This is an optimization exercise on Yosys and OpenROAD, whose aim is small area, a short achievable clock period and few clock cycles, not a production implementation. The RTL was checked by simulation tests, not by an equivalence proof against the original design. Power and IR drop assume default switching activity.

File: constraint.sdc
create_clock -name core_clock -period 20.0 [get_ports {clk}]
set_input_delay 4.0000 -clock core_clock [delete_from_list [all_inputs] [get_ports {clk}]]
set_output_delay 4.0000 -clock core_clock [all_outputs]
set_load 0.01 [all_outputs]
File: design.v
module regfile (
    input  logic        clk,
    input  logic        rst,
    input  logic        we,       
    input  logic [4:0]  wa,
    input  logic [31:0] wd,
    input  logic [3:0]  ra1_lo,
    input  logic [7:0]  ra1_hi,
    input  logic [3:0]  ra2_lo,
    input  logic [7:0]  ra2_hi,
    output logic [31:0] rd1,
    output logic [31:0] rd2,
    output logic [31:0] x10
);
    logic [31:0] r [0:31];
    logic [31:0] v;
    assign r[0] = 32'b0;
    assign v[0] = 1'b0;
    assign v[10] = 1'b1;
    for (genvar g = 1; g < 32; g++) begin : entry
        if (g == 10) begin : a0reg
            always_ff @(posedge clk) begin
                if (rst) r[g] <= 32'b0;
                else if (we && wa == g) r[g] <= wd;
            end
        end else begin : plain
            always_ff @(posedge clk) begin
                if (we && wa == g) r[g] <= wd;
            end
            always_ff @(posedge clk) begin
                if (rst) v[g] <= 1'b0;
                else if (we && wa == g) v[g] <= 1'b1;
            end
        end
    end
    logic [31:0] o1, o2;
    always_comb begin
        o1 = 32'b0;
        o2 = 32'b0;
        for (int i = 1; i < 32; i++) begin
            o1 = o1 | (r[i] & {32{ra1_lo[i % 4] & ra1_hi[i / 4] & v[i]}});
            o2 = o2 | (r[i] & {32{ra2_lo[i % 4] & ra2_hi[i / 4] & v[i]}});
        end
    end
    assign rd1 = o1;
    assign rd2 = o2;
    assign x10 = r[10];
endmodule
module muldiv (
    input  logic        clk,
    input  logic        rst,
    input  logic        start,
    input  logic        sga,      
    input  logic        sgb,      
    input  logic [2:0]  f3,
    input  logic [31:0] a,
    input  logic [31:0] b,
    input  logic [4:0]  rd,
    input  logic        slot,     
    output logic        busy,
    output logic        inj,      
    output logic        inj_r,    
    output logic [4:0]  prd,
    output logic [31:0] result
);
    localparam logic [1:0] IDLE = 2'd0, NORM = 2'd1, RUN = 2'd2, DONE = 2'd3;
    logic [1:0]  state;
    logic [31:0] r1;    
    logic [31:0] r4;    
    logic        ci;    
    logic [31:0] r2;    
    logic [31:0] r3;    
    logic [4:0]  cnt;
    logic        is_div, sel_hi, neg;
    assign busy = (state != IDLE);
    logic sa, sb;
    assign sa = a[31] & sga;
    assign sb = b[31] & sgb;
    logic [32:0] ma_x, mb_x;
    assign ma_x = {a ^ {32{sa}}, 1'b1} + {32'b0, sa};
    assign mb_x = {b ^ {32{sb}}, 1'b1} + {32'b0, sb};
    logic [31:0] ma, mb;
    assign ma = ma_x[32:1];
    assign mb = mb_x[32:1];
    logic [5:0] za, zb, z1, z3;
    logic [5:0] kdiff;
    lzc32 lza (.x(ma), .z(za));
    lzc32 lzb (.x(mb), .z(zb));
    assign kdiff = z3 - z1;
    logic [6:0] zsum;
    logic       mfirst, mhe, mnz;
    assign zsum   = {1'b0, z1} + {1'b0, z3};
    assign mfirst = (state == RUN) & ~is_div & (cnt == 5'd3);
    assign mhe    = mfirst & sel_hi & (zsum[6] | zsum[5]);
    assign mnz    = ~z1[5] & ~z3[5];       
    logic [39:0] pp [0:9];
    assign pp[0] = {8'b0, r1};
    assign pp[1] = {8'b0, r4};
    for (genvar i = 0; i < 8; i++) begin : g_pp
        assign pp[i + 2] = {8'b0, r3 & {32{r2[i]}}} << i;
    end
    function automatic logic [39:0] fa_s(input logic [39:0] x, input logic [39:0] y, input logic [39:0] z);
        fa_s = x ^ y ^ z;
    endfunction
    function automatic logic [39:0] fa_c(input logic [39:0] x, input logic [39:0] y, input logic [39:0] z);
        fa_c = {(x[38:0] & y[38:0]) | (x[38:0] & z[38:0]) | (y[38:0] & z[38:0]), 1'b0};
    endfunction
    logic [39:0] s1a, c1a, s1b, c1b, s1c, c1c, s2a, c2a, s2b, c2b, s3a, c3a, s4a, c4a, cx, cy;
    assign s1a = fa_s(pp[2], pp[3], pp[4]);  assign c1a = fa_c(pp[2], pp[3], pp[4]);
    assign s1b = fa_s(pp[5], pp[6], pp[7]);  assign c1b = fa_c(pp[5], pp[6], pp[7]);
    assign s1c = fa_s(pp[8], pp[9], pp[0]);  assign c1c = fa_c(pp[8], pp[9], pp[0]);
    assign s2a = fa_s(s1a, c1a, s1b);        assign c2a = fa_c(s1a, c1a, s1b);
    assign s2b = fa_s(c1b, s1c, c1c);        assign c2b = fa_c(c1b, s1c, c1c);
    assign s3a = fa_s(s2a, c2a, s2b);        assign c3a = fa_c(s2a, c2a, s2b);
    assign s4a = fa_s(s3a, c3a, c2b);        assign c4a = fa_c(s3a, c3a, c2b);
    assign cx  = fa_s(s4a, c4a, pp[1]);      assign cy  = fa_c(s4a, c4a, pp[1]);
    logic [9:0] lsum;       
    assign lsum = {1'b0, cx[7:0], 1'b1} + {1'b0, cy[7:0], ci};
    logic direct, early;
    assign direct = 1'b0;    
    assign early  = (state == NORM) & (z3[5] | (z3 < z1));                  
    assign inj    = slot & ((state == DONE) | direct | early | mhe);
    assign inj_r  = slot & ((state == DONE) | direct | mhe);      
    logic        mhi;
    logic [31:0] nmask, ra, rb;
    logic [1:0]  rk;
    assign mhi   = sel_hi & ~is_div;
    assign nmask = {32{neg}};
    assign ra    = (mhi ? r1 : (sel_hi ? r1 : r2)) ^ nmask;
    assign rb    = mhi ? (r4 ^ nmask) : 32'b0;
    assign rk    = mhi ? (neg ? {1'b0, ~ci} + {1'b0, r2 == 32'b0} : {1'b0, ci}) : {1'b0, neg};
    logic        divrun;
    logic [32:0] rsum;
    assign divrun = is_div & (state == RUN);
    assign rsum   = {1'b0, divrun ? r1 : ra} + {1'b0, divrun ? ~r3 : rb} + {31'b0, divrun ? 2'd1 : rk};
    logic ge;               
    assign ge = rsum[32];
    always_comb begin
        if (state == DONE)      result = rsum[31:0];
        else if (state == NORM) result = sel_hi ? rsum[31:0] : {32{z3[5]}};
        else                    result = {32{neg & mnz}};      
    end
    always_ff @(posedge clk) begin
        if (rst) begin
            state <= IDLE;
        end else begin
            case (state)
                IDLE: if (start) begin
                    prd    <= rd;
                    is_div <= f3[2];
                    if (f3[2]) begin
                        r1     <= ma;
                        r2     <= 32'b0;
                        r3     <= mb;
                        z1     <= za;
                        z3     <= zb;
                        sel_hi <= f3[1];
                        neg    <= f3[1] ? sa : (sa ^ sb);
                        state  <= NORM;
                    end else begin
                        r1     <= 32'b0;
                        r4     <= 32'b0;
                        ci     <= 1'b0;
                        r2     <= mb;
                        r3     <= ma;
                        z1     <= za;
                        z3     <= zb;
                        sel_hi <= (f3[1:0] != 2'd0);
                        neg    <= sa ^ sb;
                        cnt    <= 5'd3;
                        state  <= RUN;
                    end
                end
                NORM: begin
                    if (z3[5]) begin
                        r2    <= 32'hFFFF_FFFF;
                        neg   <= neg & sel_hi;
                        state <= slot ? IDLE : DONE;
                    end else if (z3 < z1) begin
                        state <= slot ? IDLE : DONE;
                    end else begin
                        r3    <= r3 << kdiff[4:0];
                        cnt   <= kdiff[4:0];
                        state <= RUN;
                    end
                end
                RUN: begin
                    if (is_div) begin
                        if (ge) r1 <= rsum[31:0];
                        r2 <= {r2[30:0], ge};
                        r3 <= {1'b0, r3[31:1]};
                    end else if (mhe) begin
                        r2 <= {31'b0, mnz};      
                    end else begin
                        r1 <= cx[39:8];
                        r4 <= cy[39:8];
                        ci <= lsum[9];
                        r2 <= {lsum[8:1], r2[31:8]};
                    end
                    cnt <= cnt - 5'd1;
                    if (mhe) state <= slot ? IDLE : DONE;
                    else if (cnt == 5'd0) state <= (direct & slot) ? IDLE : DONE;
                end
                DONE: if (slot) state <= IDLE;
            endcase
        end
    end
endmodule
module lzc32 (
    input  logic [31:0] x,
    output logic [5:0]  z
);
    logic [15:0] v1;  logic [0:0] c1 [0:15];
    logic [7:0]  v2;  logic [1:0] c2 [0:7];
    logic [3:0]  v3;  logic [2:0] c3 [0:3];
    logic [1:0]  v4;  logic [3:0] c4 [0:1];
    for (genvar i = 0; i < 16; i++) begin : l1
        assign v1[i] = x[2*i+1] | x[2*i];
        assign c1[i] = ~x[2*i+1];
    end
    for (genvar i = 0; i < 8; i++) begin : l2
        assign v2[i] = v1[2*i+1] | v1[2*i];
        assign c2[i] = v1[2*i+1] ? {1'b0, c1[2*i+1]} : {1'b1, c1[2*i]};
    end
    for (genvar i = 0; i < 4; i++) begin : l3
        assign v3[i] = v2[2*i+1] | v2[2*i];
        assign c3[i] = v2[2*i+1] ? {1'b0, c2[2*i+1]} : {1'b1, c2[2*i]};
    end
    for (genvar i = 0; i < 2; i++) begin : l4
        assign v4[i] = v3[2*i+1] | v3[2*i];
        assign c4[i] = v3[2*i+1] ? {1'b0, c3[2*i+1]} : {1'b1, c3[2*i]};
    end
    assign z = (v4[1] | v4[0]) ? {1'b0, v4[1] ? {1'b0, c4[1]} : {1'b1, c4[0]}} : 6'd32;
endmodule
module rv32im_core #(
    parameter DATA_WIDTH = 32
) (
    input   logic clk,
    input   logic rst,
    output  logic [DATA_WIDTH-1:0] imem_addr,
    input   logic [DATA_WIDTH-1:0] imem_rdata,
    output  logic [DATA_WIDTH-1:0] dmem_addr,
    output  logic                  dmem_we,
    output  logic [1:0]            dmem_size,
    output  logic [DATA_WIDTH-1:0] dmem_wdata,
    input   logic [DATA_WIDTH-1:0] dmem_rdata,
    output  logic [DATA_WIDTH-1:0] a0
);
    logic [9:0]  pc_f;
    logic [31:0] ins_d;
    logic [9:0]  pc_d;
    logic        v_d, pred_d;
    logic        v_e, we_e, ld_e, st_e, br_e, jalr_e, md_e;
    logic        sga_e, sgb_e;      
    logic        c_eq_e, c_lt_e, c_ltu_e, c_inv_e;
    logic [4:0]  shamt_e;
    logic        we_ev, ld_ev, md_ev;       
    logic [31:0] rv1_e, rv2_e, bop_e;
    logic [10:0] alt_e;
    logic [2:0]  f3_e;
    logic [4:0]  rd_e;
    logic        sub_e, sadd_e, sslt_e, ssltu_e, sxor_e, sor_e, sand_e, ssh_e, slink_e;
    logic        shl_e, sha_e;
    logic        we_m, ld_m, st_m;
    logic [31:0] res_m, sd_m;
    logic [4:0]  rd_m;
    logic [2:0]  f3_m;
    logic [1:0]  sz_m;
    logic        we_rf;
    logic [31:0] wd_rf;
    logic [4:0]  wa_rf;
    logic        redir_e;
    logic [9:0]  tgt_e;
    logic        stall_d;
    logic [31:0] res_e, mres;
    logic        u_busy, u_inj, u_injr;
    logic [4:0]  u_rd;
    logic [31:0] u_res;
    assign imem_addr = {20'b0, pc_f, 2'b00};
    logic       f_jal, f_bb, f_pred;
    logic [9:0] f_tj, f_tb, f_inc, f_next;
    assign f_jal  = (imem_rdata[6:2] == 5'b11011);
    assign f_bb   = (imem_rdata[6:2] == 5'b11000) & imem_rdata[31];
    assign f_pred = f_jal | f_bb;
    add10 f_addj (.a(pc_f), .b({imem_rdata[20], imem_rdata[30:22]}), .s(f_tj));
    add10 f_addb (.a(pc_f), .b({imem_rdata[7], imem_rdata[30:25], imem_rdata[11:9]}), .s(f_tb));
    assign f_inc  = pc_f + 10'd1;
    assign f_next = f_jal ? f_tj : (f_bb ? f_tb : f_inc);
    logic       pc_keep;
    logic [9:0] pc_alt, next_d;
    assign pc_keep = rst | redir_e | stall_d;
    assign pc_alt  = rst ? 10'd0 : (redir_e ? tgt_e : next_d);
    always_ff @(posedge clk) begin
        pc_f <= pc_keep ? pc_alt : f_next;
    end
    logic       f_nors1;
    logic [4:0] f_rs1;
    logic [3:0] f_r1lo, f_r2lo, r1lo_d, r2lo_d;
    logic [7:0] f_r1hi, f_r2hi, r1hi_d, r2hi_d;
    assign f_nors1 = (imem_rdata[6:2] == 5'b01101) | (imem_rdata[6:2] == 5'b00101) | (imem_rdata[6:2] == 5'b11011);
    assign f_rs1   = f_nors1 ? 5'd0 : imem_rdata[19:15];
    assign f_r1lo  = 4'b0001 << f_rs1[1:0];
    assign f_r1hi  = 8'b0000_0001 << f_rs1[4:2];
    assign f_r2lo  = 4'b0001 << imem_rdata[21:20];
    assign f_r2hi  = 8'b0000_0001 << imem_rdata[24:22];
    always_ff @(posedge clk) begin
        if (rst | redir_e) v_d <= 1'b0;
        else if (!stall_d) v_d <= 1'b1;
        if (!stall_d) begin
            ins_d  <= imem_rdata;
            pc_d   <= pc_f;
            pred_d <= f_pred;
            r1lo_d <= f_r1lo;
            r1hi_d <= f_r1hi;
            r2lo_d <= f_r2lo;
            r2hi_d <= f_r2hi;
        end
    end
    logic [4:0] op;
    logic [2:0] f3;
    logic is_lui, is_auipc, is_jal, is_jalr, is_br, is_ld, is_st, is_opi, is_op;
    assign op  = ins_d[6:2];
    assign f3  = ins_d[14:12];
    assign is_lui   = (op == 5'b01101);
    assign is_auipc = (op == 5'b00101);
    assign is_jal   = (op == 5'b11011);
    assign is_jalr  = (op == 5'b11001);
    assign is_br    = (op == 5'b11000);
    assign is_ld    = (op == 5'b00000);
    assign is_st    = (op == 5'b01000);
    assign is_opi   = (op == 5'b00100);
    assign is_op    = (op == 5'b01100);
    logic [4:0] rs1, rs2, rd;
    assign rs1 = (is_lui | is_auipc | is_jal) ? 5'd0 : ins_d[19:15];
    assign rs2 = ins_d[24:20];
    assign rd  = ins_d[11:7];
    logic rd_nz, use2, wr_d, ld_d, md_d;
    assign rd_nz = (rd != 5'd0);
    assign use2  = is_br | is_st | is_op;
    assign md_d  = is_op & ins_d[25] & rd_nz;
    assign ld_d  = is_ld & rd_nz;
    assign wr_d  = (is_lui | is_auipc | is_jal | is_jalr | is_ld | is_opi | (is_op & ~ins_d[25])) & rd_nz;
    logic [31:0] rv1, rv2;
    regfile rf (
        .clk(clk), .rst(rst),
        .we(we_rf), .wa(wa_rf), .wd(wd_rf),
        .ra1_lo(r1lo_d), .ra1_hi(r1hi_d), .ra2_lo(r2lo_d), .ra2_hi(r2hi_d),
        .rd1(rv1), .rd2(rv2),
        .x10(a0)
    );
    logic fe1, fm1, fe2, fm2, fu1, fu2;
    assign we_ev = we_e & v_e;
    assign ld_ev = ld_e & v_e;
    assign md_ev = md_e & v_e;
    assign fe1 = we_ev & (rs1 == rd_e);
    assign fm1 = we_m & (rs1 == rd_m);
    assign fe2 = we_ev & (rs2 == rd_e);
    assign fm2 = we_m & (rs2 == rd_m);
    assign fu1 = u_inj & (rs1 == u_rd);
    assign fu2 = u_inj & (rs2 == u_rd);
    logic [31:0] o1, o2;
    assign o1 = fe1 ? res_e : (fm1 ? mres : (fu1 ? u_res : rv1));
    assign o2 = fe2 ? res_e : (fm2 ? mres : (fu2 ? u_res : rv2));
    logic hz_late, hz_waw, hz_unit, hz_busy;
    assign hz_late = (ld_ev | md_ev) & ((rs1 == rd_e) | (use2 & (rs2 == rd_e)));
    assign hz_waw  = md_ev & (wr_d | md_d) & (rd == rd_e);
    assign hz_busy = u_busy & ~u_injr & ((rs1 == u_rd) | (use2 & (rs2 == u_rd)) | ((wr_d | md_d) & (rd == u_rd)));
    assign hz_unit = md_d & ((u_busy & ~u_injr) | md_ev);
    assign stall_d = v_d & (hz_late | hz_waw | hz_busy | hz_unit);
    logic go_d;       
    assign go_d = v_d & ~stall_d & ~redir_e;
    logic [10:0] pc1_d;
    logic [9:0]  btgt_d, jtgt_d;
    assign pc1_d  = {1'b0, pc_d} + 11'd1;
    assign btgt_d = pc_d + {ins_d[7], ins_d[30:25], ins_d[11:9]};
    assign jtgt_d = pc_d + {ins_d[20], ins_d[30:22]};
    assign next_d = pred_d ? (is_jal ? jtgt_d : btgt_d) : pc1_d[9:0];
    logic [31:0] imm_d;
    always_comb begin
        if (is_st)         imm_d = {{20{ins_d[31]}}, ins_d[31:25], ins_d[11:7]};
        else if (is_lui)   imm_d = {ins_d[31:12], 12'b0};
        else if (is_auipc) imm_d = {ins_d[31:12], pc_d, 2'b00};
        else if (is_jal)   imm_d = {19'b0, pc1_d, 2'b00};
        else               imm_d = {{20{ins_d[31]}}, ins_d[31:20]};
    end
    logic alu_rr, alu_ri, alu, sub_d;
    assign alu_rr = is_op & ~ins_d[25];
    assign alu_ri = is_opi;
    assign alu    = alu_rr | alu_ri;
    assign sub_d  = is_br | (alu & ((f3 == 3'd2) | (f3 == 3'd3))) | (alu_rr & (f3 == 3'd0) & ins_d[30]);
    logic [31:0] b_d;
    assign b_d = (is_op | is_br) ? o2 : imm_d;
    always_ff @(posedge clk) begin
        if (rst) v_e <= 1'b0;
        else     v_e <= go_d;
        we_e    <= wr_d;
        ld_e    <= ld_d;
        st_e    <= is_st;
        br_e    <= is_br;
        jalr_e  <= is_jalr;
        md_e    <= md_d;
        sga_e   <= (f3 == 3'd1) | (f3 == 3'd2) | (f3 == 3'd4) | (f3 == 3'd6);
        sgb_e   <= (f3 == 3'd1) | (f3 == 3'd4) | (f3 == 3'd6);
        c_eq_e  <= ~f3[2];
        c_lt_e  <= f3[2] & ~f3[1];
        c_ltu_e <= f3[2] & f3[1];
        c_inv_e <= f3[0] ^ pred_d;
        shamt_e <= b_d[4:0];
        rv1_e   <= o1;
        rv2_e   <= o2;
        bop_e   <= sub_d ? ~b_d : b_d;
        alt_e   <= (is_jalr | pred_d) ? pc1_d : {1'b0, btgt_d};
        f3_e    <= f3;
        rd_e    <= rd;
        sub_e   <= sub_d;
        sadd_e  <= ~(alu | is_jalr) | (alu & (f3 == 3'd0));
        sslt_e  <= alu & (f3 == 3'd2);
        ssltu_e <= alu & (f3 == 3'd3);
        sxor_e  <= alu & (f3 == 3'd4);
        sor_e   <= alu & (f3 == 3'd6);
        sand_e  <= alu & (f3 == 3'd7);
        ssh_e   <= alu & ((f3 == 3'd1) | (f3 == 3'd5));
        slink_e <= is_jalr;
        shl_e   <= ~f3[2];
        sha_e   <= ins_d[30];
    end
    logic [31:0] a, b;
    assign a = rv1_e;
    assign b = bop_e;
    logic [33:0] sumx;
    logic [32:0] sum;
    assign sumx = {1'b0, a, 1'b1} + {1'b0, b, sub_e};
    assign sum  = sumx[33:1];
    logic eq, lt, ltu;
    assign eq  = (rv1_e == rv2_e);
    assign ltu = ~sum[32];
    assign lt  = (a[31] ^ ~b[31]) ? a[31] : sum[31];
    logic [31:0] sh_in, sh_out, sh_rev;
    logic [4:0]  shamt;
    assign shamt = shamt_e;
    always_comb begin
        for (int i = 0; i < 32; i++) sh_in[i] = shl_e ? a[31 - i] : a[i];
    end
    assign sh_out = 32'($signed({sha_e & ~shl_e & a[31], sh_in}) >>> shamt);
    always_comb begin
        for (int i = 0; i < 32; i++) sh_rev[i] = shl_e ? sh_out[31 - i] : sh_out[i];
    end
    assign res_e = ({32{sadd_e}}  & sum[31:0])
                 | ({32{sslt_e}}  & {31'b0, lt})
                 | ({32{ssltu_e}} & {31'b0, ltu})
                 | ({32{sxor_e}}  & (a ^ b))
                 | ({32{sor_e}}   & (a | b))
                 | ({32{sand_e}}  & (a & b))
                 | ({32{ssh_e}}   & sh_rev)
                 | ({32{slink_e}} & {19'b0, alt_e, 2'b00});
    logic taken;
    assign taken   = (c_eq_e & eq) | (c_lt_e & lt) | (c_ltu_e & ltu);
    assign redir_e = v_e & ((br_e & (taken ^ c_inv_e)) | jalr_e);
    assign tgt_e   = jalr_e ? sum[11:2] : alt_e[9:0];
    muldiv mdu (
        .clk(clk), .rst(rst),
        .start(md_ev), .sga(sga_e), .sgb(sgb_e), .f3(f3_e), .a(rv1_e), .b(rv2_e), .rd(rd_e),
        .slot(~we_m),
        .busy(u_busy), .inj(u_inj), .inj_r(u_injr), .prd(u_rd), .result(u_res)
    );
    always_ff @(posedge clk) begin
        if (rst) begin
            we_m <= 1'b0; ld_m <= 1'b0; st_m <= 1'b0;
        end else begin
            we_m <= we_ev; ld_m <= ld_ev; st_m <= st_e & v_e;
        end
        res_m <= res_e;
        sd_m  <= rv2_e;
        rd_m  <= rd_e;
        f3_m  <= f3_e;
        sz_m  <= f3_e[1:0] & {2{st_e}};     
    end
    assign dmem_addr  = res_m;
    assign dmem_we    = st_m;
    assign dmem_size  = sz_m;
    assign dmem_wdata = sd_m;
    always_comb begin
        mres = res_m;
        if (ld_m) begin
            case (f3_m)
                3'd0: mres = {{24{dmem_rdata[7]}}, dmem_rdata[7:0]};
                3'd1: mres = {{16{dmem_rdata[15]}}, dmem_rdata[15:0]};
                3'd4: mres = {24'b0, dmem_rdata[7:0]};
                3'd5: mres = {16'b0, dmem_rdata[15:0]};
                default: mres = dmem_rdata;
            endcase
        end
    end
    assign we_rf = we_m | u_inj;
    assign wa_rf = u_inj ? u_rd : rd_m;
    assign wd_rf = u_inj ? u_res : mres;
endmodule
module add10 (
    input  logic [9:0] a,
    input  logic [9:0] b,
    output logic [9:0] s
);
    logic [9:0] g0, p0, g1, p1, g2, p2, g3, p3, g4;
    assign g0 = a & b;
    assign p0 = a ^ b;
    assign g1 = g0 | (p0 & {g0[8:0], 1'b0});
    assign p1 = p0 & {p0[8:0], 1'b0};
    assign g2 = g1 | (p1 & {g1[7:0], 2'b0});
    assign p2 = p1 & {p1[7:0], 2'b0};
    assign g3 = g2 | (p2 & {g2[5:0], 4'b0});
    assign p3 = p2 & {p2[5:0], 4'b0};
    assign g4 = g3 | (p3 & {g3[1:0], 8'b0});
    assign s  = p0 ^ {g4[8:0], 1'b0};
endmodule
File: config.mk
export PLATFORM = sky130hd
export DESIGN_NAME = rv32im_core
export DESIGN_NICKNAME = rv32im_core
export VERILOG_FILES = /design/flow/design.v
export SDC_FILE = /design/flow/constraint.sdc
export NUM_CORES = 8
export LEC_CHECK = 0
export CAP_MARGIN = 30
export CORE_MARGIN = 2
export CORE_UTILIZATION = 55
export CTS_CLUSTER_DIAMETER = 80
export CTS_CLUSTER_SIZE = 25
export SLEW_MARGIN = 30
File: standard.sh
#!/bin/bash
# synth_recipe.tcl (not shown) runs the flow's synth.tcl, then flattens the netlist and writes it again
# the make line also repeats each setting of config.mk as NAME=value (left out here)
make -C /OpenROAD-flow-scripts/flow DESIGN_CONFIG=/design/flow/config.mk WORK_HOME=/design/flow/orfs CLKGATE_MAP_FILE= SYNTH_SCRIPT=/design/flow/synth_recipe.tcl "${@:-finish}"
File: flow/run.sh
#!/bin/bash
# Layout flow: the standard layout (standard.sh, every ORFS step unchanged)
# with two settings changed:
#  * SETUP_SLACK_MARGIN: timing repair (floorplan, CTS, global route) is asked
#    for more setup slack than the standard settings allow, so that it also
#    speeds up paths that already meet the 20 ns clock. The clock period and
#    the constraints (constraint.sdc) are the design's own.
#  * BUFFER_PORTS_ARGS: the buffers that global placement puts on every input
#    and output port are sky130_fd_sc_hd__buf_4 instead of the default choice
#    (a clkdlybuf4s50 delay cell).
# ORFS writes each step's full log under orfs/logs/; make's own output goes to
# standard.log in this folder.
set -euo pipefail
bash standard.sh SETUP_SLACK_MARGIN=14.8 "BUFFER_PORTS_ARGS=-buffer_cell sky130_fd_sc_hd__buf_4" finish > standard.log 2>&1
==> results.txt, run 1 <==
Non-Filler Instances 10641; cell taking the most area after synthesis edfxtp_1; CP max FO 3; leakage 37.1 nW; startpoint class of the critical path input port; total track usage between 50% and 60%; CP required around 21 ns; EDFF count, synth about 1200; placed inst area 93300 um^2; Worst-Margin Slew about 1.2 ns; Worst-path clk slew roughly 0.1 ns; Util after Layout between 60% and 70%; Synth area leaders edfxtp_1 (40%), dfxtp_1 (6.6%), fa_1 (5.7%), a22oi_1 (3.8%), ha_1 (3.0%); fin area slightly above 100000 um^2; HPWL Detailed approximately 270000 um; ys flop type edfxtp_1; initial core utilization between 50% and 60%; Synthesis Warnings 10; M1 WL approximately 140000 um; max_slew headroom between 10% and 20%; Final WS setup approximately 15 ns; commonest cells in the netlist edfxtp_1 (1179), nand2_1 (629), clkbuf_1 (584), inv_1 (584), a22oi_1 (454); syn_area_per_cell 10.6 um^2; vias in the first global route ~75000; TritonRoute pass-1 iters 12; routed length per instance about 41 um; sequential fraction of the synthesis area between 40% and 50%; via count roughly 80000; VDD IR max between 0.0002 and 0.0003 V; DR top layer met5; Hold Vio Cnt, Final 0; clk root buf clkbuf_16; Yosys reg bits between 1000 and 1500; asr flop ratio synth 0%; vias per cell a little under 8; unique cell type count in the Yosys netlist 112; Final Skew 0.110 ns; Syn Inst Count about 8400; f_max 0.187 GHz; met3 routed WL between 70000 and 80000 um; Placed Instances between 10000 and 15000; post-route clock period utilization a little over a quarter; Iteration-0 DRC Markers ~18000; status complete, no violations; Die Ht around 400 um; Hold Buf Count CTS 0; Port-buffer cells ~170; CTS H-tree depth 3; Post-Syn Area slightly below 90000 um^2; final worst path period need about 5.4 ns; initial antenna violation count 29; final setup TNS 0 ns; Clock Latency Late Sink 0.81 ns; Synth top area share between 30% and 40%; die span in x 406 um; largest net degree at the start of global routing 68; RD Place Congestion ~1.0; Pwr Density approximately 120 nW/um^2; row count ~150; share of post-route cells with drive strength above 1 18.1%; clk sink count between 1000 and 1500; core area 160000 um^2; # Max-Cap Violations 0; gr ovfl total 0; Post-Route WL 434000 um; top-count cell post-synth edfxtp_1; Setup-failing EPs final 0; met2 routed wirelength ~170000 um; Antenna Nets Post-Route 0; first-pass GRT wire length ~600000 um; CP arrival a little over 6 ns; Setup WS pre-CTS approximately 13 ns; Num CTS Buffers 92; DRC 0; crit path kind in -> reg; Ports 197; Critical Path End Type register; Layout area overhead 14.0%; worst min path class reg -> reg; DIE AREA 164000 um^2; TritonCTS clock tree done; Final Net Count 8916; RSZ-0062 raised after global routing true; Slew Viols, Final 0; CTS Buffer Depth 3
[flip-flops by register name, indices dropped and copies added, names as in the netlist, 6 cells and up]
signal and cells:
rv1_e 32, r2hi_d 8, alt_e 11, mdu.z1 6, mdu.r4 32, bop_e 32
res_m 32, mdu.r1 32, rv2_e 32, rf.v 30, mdu.z3 6, mdu.r2 32
mdu.r3 32, r1hi_d 8, ins_d 30, sd_m 32, pc_d 10, pc_f 10
rf.r 992
[power breakdown]
part           switching (W)  internal (W)
registers           0.000275       0.00376
clock network        0.00122      0.000962
logic                0.00400       0.00230
[path summary, 6_finish.rpt]
check	startpoint	endpoint	slack [ns]	cells after the start
worst max-delay path	imem_rdata[22]	pc_f[6]	14.64	13
worst max register to register	mdu.r2[23]	rv1_e[10]	14.68	17
worst min register to register	rd_e[3]	rd_m[3]	0.47	0
worst min-delay path	rd_e[3]	rd_m[3]	0.47	0
[metal layers]
metal | vias to the layer above | global-route usage (%)
met2 | 8422 | 71.4
met4 | 43 | 40.0
met5 | - | 1.69
met3 | 2664 | 22.6
met1 | 39363 | 61.6
li1 | 31684 | -
[critical path, stage by stage]
cell,delay [ns]
buf_12,0.11
ha_4,0.15
inv_2,0.04
fa_2,0.21
inv_2,0.04
a21oi_2,0.14
o21bai_2,0.10
buf_4,0.15
a22oi_2,0.25
o21ai_1,0.09
a221o_1,0.41
o21ai_1,0.19
a31o_2,0.18
[layout make-up]
class	count	area (um^2)
Multi-Input combinational cell	5613	45500
Antenna cell	20	50.0
Clock inverter	65	830
Tap cell	2160	2700
Sequential cell	1473	41600
Fill cell	12944	59300
Timing Repair Buffer	610	5710
Clock buffer	107	2390
Inverter	593	2270
[layout by cell type, fill, tap and decap left out, types with 39 or more instances in the layout]
cell type  count
fa_1         247
a22oi_1      449
xnor2_1      169
nor3_1       117
o22ai_1      117
o21a_1        41
dfxtp_4       63
a211oi_1      63
ha_1         192
nand4_1      200
xor2_1       103
nand2_1      610
inv_1        574
nor2_1       362
a22o_1       241
nand3_1       96
edfxtp_1    1179
o21ai_0      233
buf_6        127
buf_4        435
nor4_1        50
dfxtp_2       52
mux4_2        81
and2_1       181
a222oi_1      71
a31oi_1       39
a21o_1        63
mux2i_1      147
a21oi_1      340
a221oi_1     288
o211ai_1      65
clkbuf_16     96
dfxtp_1      179
and3_2        65
[timing repair]
| action | 4_1_cts | 5_1_grt |
|---|---|---|
| setup endpoints to repair | 1278 | 750 |
| resized for setup | 488 | 147 |
| pin swaps | 64 | 55 |
| gates cloned | 19 | 6 |
| buffers inserted | 122 | 49 |
[cells by family (layout without fill, tap and decap cells)]
family | count (synthesis) | after routing | share of synthesized area [%]
AO/OA/AOI/OAI | 2459 | 2473 | 20.0
AND/OR/NAND/NOR | 2060 | 2061 | 11.6
flip-flops | 1473 | 1473 | 46.6
buffers and inverters | 1305 | 1375 | 5.72
adder cells (fa/ha/maj) | 469 | 469 | 8.73
XOR/XNOR | 302 | 302 | 2.98
multiplexers | 282 | 286 | 4.40
other | 1 | 42 | 0.00423
[per-stage QoR]
stage	total power, W	hold slack [ns]
after floorplan	0.00737	0.326
after global placement	0.00965	0.446
after detailed placement	0.00969	0.458
after CTS	0.0121	0.473
after global routing	0.0132	0.484
final	0.0125	0.473
Testbench counts, summed over its fixed seeds: cycles 38,201.
==> run 2: changes to the inputs <==
--- a/config.mk
+++ b/config.mk
@@ -10,4 +10,4 @@
 export CORE_UTILIZATION = 55
-export CTS_CLUSTER_DIAMETER = 80
-export CTS_CLUSTER_SIZE = 25
+export CTS_CLUSTER_DIAMETER = 90
+export CTS_CLUSTER_SIZE = 22
 export SLEW_MARGIN = 30
==> results.txt, run 2 <==
status complete, no violations (unchanged); DRC 0 (unchanged); cell taking the most area after synthesis edfxtp_1 (unchanged); DR top layer met5 (unchanged); Synthesis Warnings 10 (unchanged); row count 147 (unchanged); crit path launch imem_rdata[9] (was imem_rdata[22]); max_slew headroom 17.2% (was 17.0%); # Max-Cap Violations 0 (unchanged); Yosys reg bits 1473 (unchanged); post-synthesis mux area share 4.40% (unchanged); commonest cells in the netlist edfxtp_1 (1179), nand2_1 (629), clkbuf_1 (584), inv_1 (584), a22oi_1 (454) (unchanged); VDD IR max 0.000220 V (was 0.000258 V); met2 routed wirelength 175000 um (was 174000 um); ys flop type edfxtp_1 (unchanged); Hold Buf Count CTS 0 (unchanged); Synth area leaders edfxtp_1 (40%), dfxtp_1 (6.6%), fa_1 (5.7%), a22oi_1 (3.8%), ha_1 (3.0%) (unchanged); Ports 197 (unchanged); initial core utilization 55.3% (unchanged); Pwr Density 122 nW/um^2 (was 124 nW/um^2); Final Net Count 8917 (was 8916); startpoint class of the critical path input port (unchanged); final worst path period need 5.39 ns (was 5.36 ns); Syn Inst Count 8351 (unchanged); syn_area_per_cell 10.6 um^2 (unchanged); fin area 101000 um^2 (about the same); first-pass GRT wire length 588000 um (was 589000 um); Final Skew 0.113 ns (was 0.110 ns); Iteration-0 DRC Markers 17714 (was 17657); Register Area 41600 um^2 (about the same); Antenna Nets Post-Route 0 (unchanged); CP max FO 3 (unchanged); R2R cell count 17 (unchanged); routed length per instance 40.9 um (was 40.7 um); Post-Synth XOR/XNOR Area 2.98% (unchanged); placed inst area 93300 um^2 (unchanged); Worst-Margin Slew 1.23 ns (about the same); Port-buffer cells 172 (unchanged); vias per cell 7.71 (was 7.72); leakage 36.8 nW (was 37.1 nW); total track usage 51.2% (was 51.3%); worst r2r src mdu.r2[18] (was mdu.r2[23]); fill count 13044 (was 12944); unique cell type count in the Yosys netlist 112 (unchanged); most frequent cells in the layout edfxtp_1 (1179), nand2_1 (607), inv_1 (573) (was edfxtp_1 (1179), nand2_1 (610), inv_1 (574)); vias in the first global route 75201 (was 75406); Slew Viols, Final 0 (unchanged); RSZ-0062 raised after global routing true (unchanged); core area 160000 um^2 (unchanged); Hold Path Cell Cnt 0 (unchanged); top-count cell post-synth edfxtp_1 (unchanged); main combinational cell family by area after synthesis compound AO/OA/AOI/OAI gates (unchanged); sequential fraction of the synthesis area 46.6% (unchanged); initial antenna violation count 23 (was 29); HPWL Detailed 273000 um (unchanged); R2R setup slack 14.65 ns (was 14.68 ns); Critical Path End Type register (unchanged); Reg with most FFs rf.r (unchanged); M1 WL 142000 um (was 141000 um); clk root buf clkbuf_16 (unchanged); met3 routed WL 73100 um (was 73200 um); CP endpoint pc_f[6] (unchanged); die span in x 406 um (unchanged); Clock Latency Late Sink 0.82 ns (was 0.81 ns); via count 81963 (was 82176); most common cell after layout, fill and taps aside edfxtp_1 (unchanged); Num CTS Buffers 83 (was 92); Multi-input gate area 45700 um^2 (was 45500 um^2); share of post-route cells with drive strength above 1 17.6% (was 18.1%); Worst-path clk slew 0.09 ns (was 0.10 ns); Setup-failing EPs final 0 (unchanged); Post-Syn Area 88700 um^2 (unchanged); TritonCTS clock tree done (unchanged); crit path kind in -> reg (unchanged); Post-Route WL 434000 um (about the same); clk sink count 1473 (unchanged); Synth top area share 39.9% (unchanged); Hold Vio Cnt, Final 0 (unchanged); post-route clock period utilization 26.9% (was 26.8%); DIE AREA 164000 um^2 (unchanged); CP arrival 6.08 ns (was 6.05 ns); asr flop ratio synth 0% (unchanged); f_max 0.186 GHz (was 0.187 GHz); Synth Area in Adders 8.73% (unchanged); worst min path class reg -> reg (unchanged); CTS Buffer Depth 3 (unchanged); Die Ht 406 um (unchanged); gr ovfl total 0 (unchanged); TritonRoute pass-1 iters 17 (was 12); final setup TNS 0 ns (unchanged); Layout area overhead 13.5% (was 14.0%); RD Place Congestion 1.02 (unchanged); R2R Path End rv1_e[10] (unchanged); max reg flops 992 (unchanged); largest net degree at the start of global routing 68 (unchanged); CP required 20.69 ns (about the same); EDFF count, synth 1179 (unchanged); Synth Area in Simple Gates 11.6% (unchanged); CTS H-tree depth 3 (unchanged); area fraction in compound gates after synthesis 20.0% (unchanged)
-- run 2: how the worst min path moves through the flow --
stage / startpoint / end / slack (ns)
after CTS: rd_e[3] / rd_m[3] / 0.44
after detailed placement: rd_e[3] / rd_m[3] / 0.46
after global placement: v_d / v_e / 0.45
after floorplan: rv2_e[19] / sd_m[19] / 0.33
after global routing: rd_e[3] / rd_m[3] / 0.45
final: rd_e[3] / rd_m[3] / 0.45
-- run 2: layer usage --
metal	vias to the layer above	GRT usage, %
met1	39541	61.4
met2	8249	71.6
met4	30	39.1
li1	31630	-
met5	-	2.47
met3	2513	22.7
-- run 2: where the power goes --
part | switching, W | internal, W | leakage (nW)
clock network | 0.00114 | 0.000820 | 1.24
registers | 0.000274 | 0.00376 | 13.3
logic | 0.00401 | 0.00229 | 22.3
total | 0.00542 | 0.00688 | 36.8
-- run 2: cell type report --
| type | instances | area share, % |
|---|---|---|
| diodes | 20 | 0.0497 |
| clock buffers | 128 | 2.25 |
| flip-flops and latches | 1473 | 41.3 |
| well taps | 2160 | 2.68 |
| repair buffers | 618 | 5.71 |
| clock inverters | 21 | 0.349 |
| inverters | 593 | 2.26 |
| multi-input cells | 5615 | 45.4 |
-- run 2: per-stage QoR --
stage	std cells	power, W	hold WS (ns)	util (%)	worst slack [ns]
6_report	10628	0.0123	0.452	62.8	14.61
4_1_cts	10527	0.0119	0.442	61.7	14.63
2_1_floorplan	8372	0.00737	0.326	-	14.27
5_1_grt	10610	0.0129	0.454	62.7	14.55
3_3_place_gp	10246	0.00965	0.446	58.0	12.81
3_5_place_dp	10251	0.00969	0.458	58.2	12.62
-- run 2: kinds of logic after synthesis --
logic type / count (synthesis)
adder cells (fa/ha/maj): 469
XOR/XNOR: 302
flip-flops: 1473
AND/OR/NAND/NOR: 2060
other: 1
AO/OA/AOI/OAI: 2459
buffers and inverters: 1305
multiplexers: 282
-- run 2: timing repair --
action	in CTS	in global routing
gates resized for setup	474	167
cloned	19	7
setup buffers	108	72
endpoints found under the setup margin	1246	668
pin swaps	62	75
endpoints found under the hold margin	0	0
-- run 2: worst max-delay path, cell delays in order --
cell and delay (ns):
buf_8 0.10, ha_4 0.16, inv_2 0.06, fa_2 0.22, nor2b_4 0.05, o21ai_2 0.10
nand2b_1 0.12, buf_4 0.16, a22oi_2 0.23, o21ai_1 0.12, a221o_1 0.42, o21ai_1 0.18
a31o_2 0.17

[afterwards: timing with drivers on the ports]
In the flow no input, the clock included, has a driving cell. The finished layouts below were timed again as built, in two steps.
Step 1 (the two cells are an assumption about what drives the block):
set clk [get_ports {clk}]
set_driving_cell -lib_cell sky130_fd_sc_hd__clkbuf_16 $clk
set_driving_cell -lib_cell sky130_fd_sc_hd__buf_2 [delete_from_list [all_inputs] $clk]
Step 2 times the ports against the registers' clock, not the clock port: input delays grow and output delays shrink by t, the midpoint of the rising clock arrivals with the driver on.
Three values: ideal ports, drivers, drivers and shift; two values: the first two.
run | t (ns) | slack for setup (ns) | worst hold slack (ns) | latest minus earliest clock arrival (ns)
run 1 | 0.854 | 14.638 / 14.549 / 13.830 | 0.473 / 0.473 / 0.473 | 0.112 / 0.112
run 2 | 0.852 | 14.611 / 14.557 / 13.802 | 0.452 / 0.452 / 0.452 | 0.113 / 0.113
After both steps setup and hold are still met in every run listed. The setup slack of run 2, which loses most, moves by -0.054 ns with the drivers and by -0.809 ns with both steps.
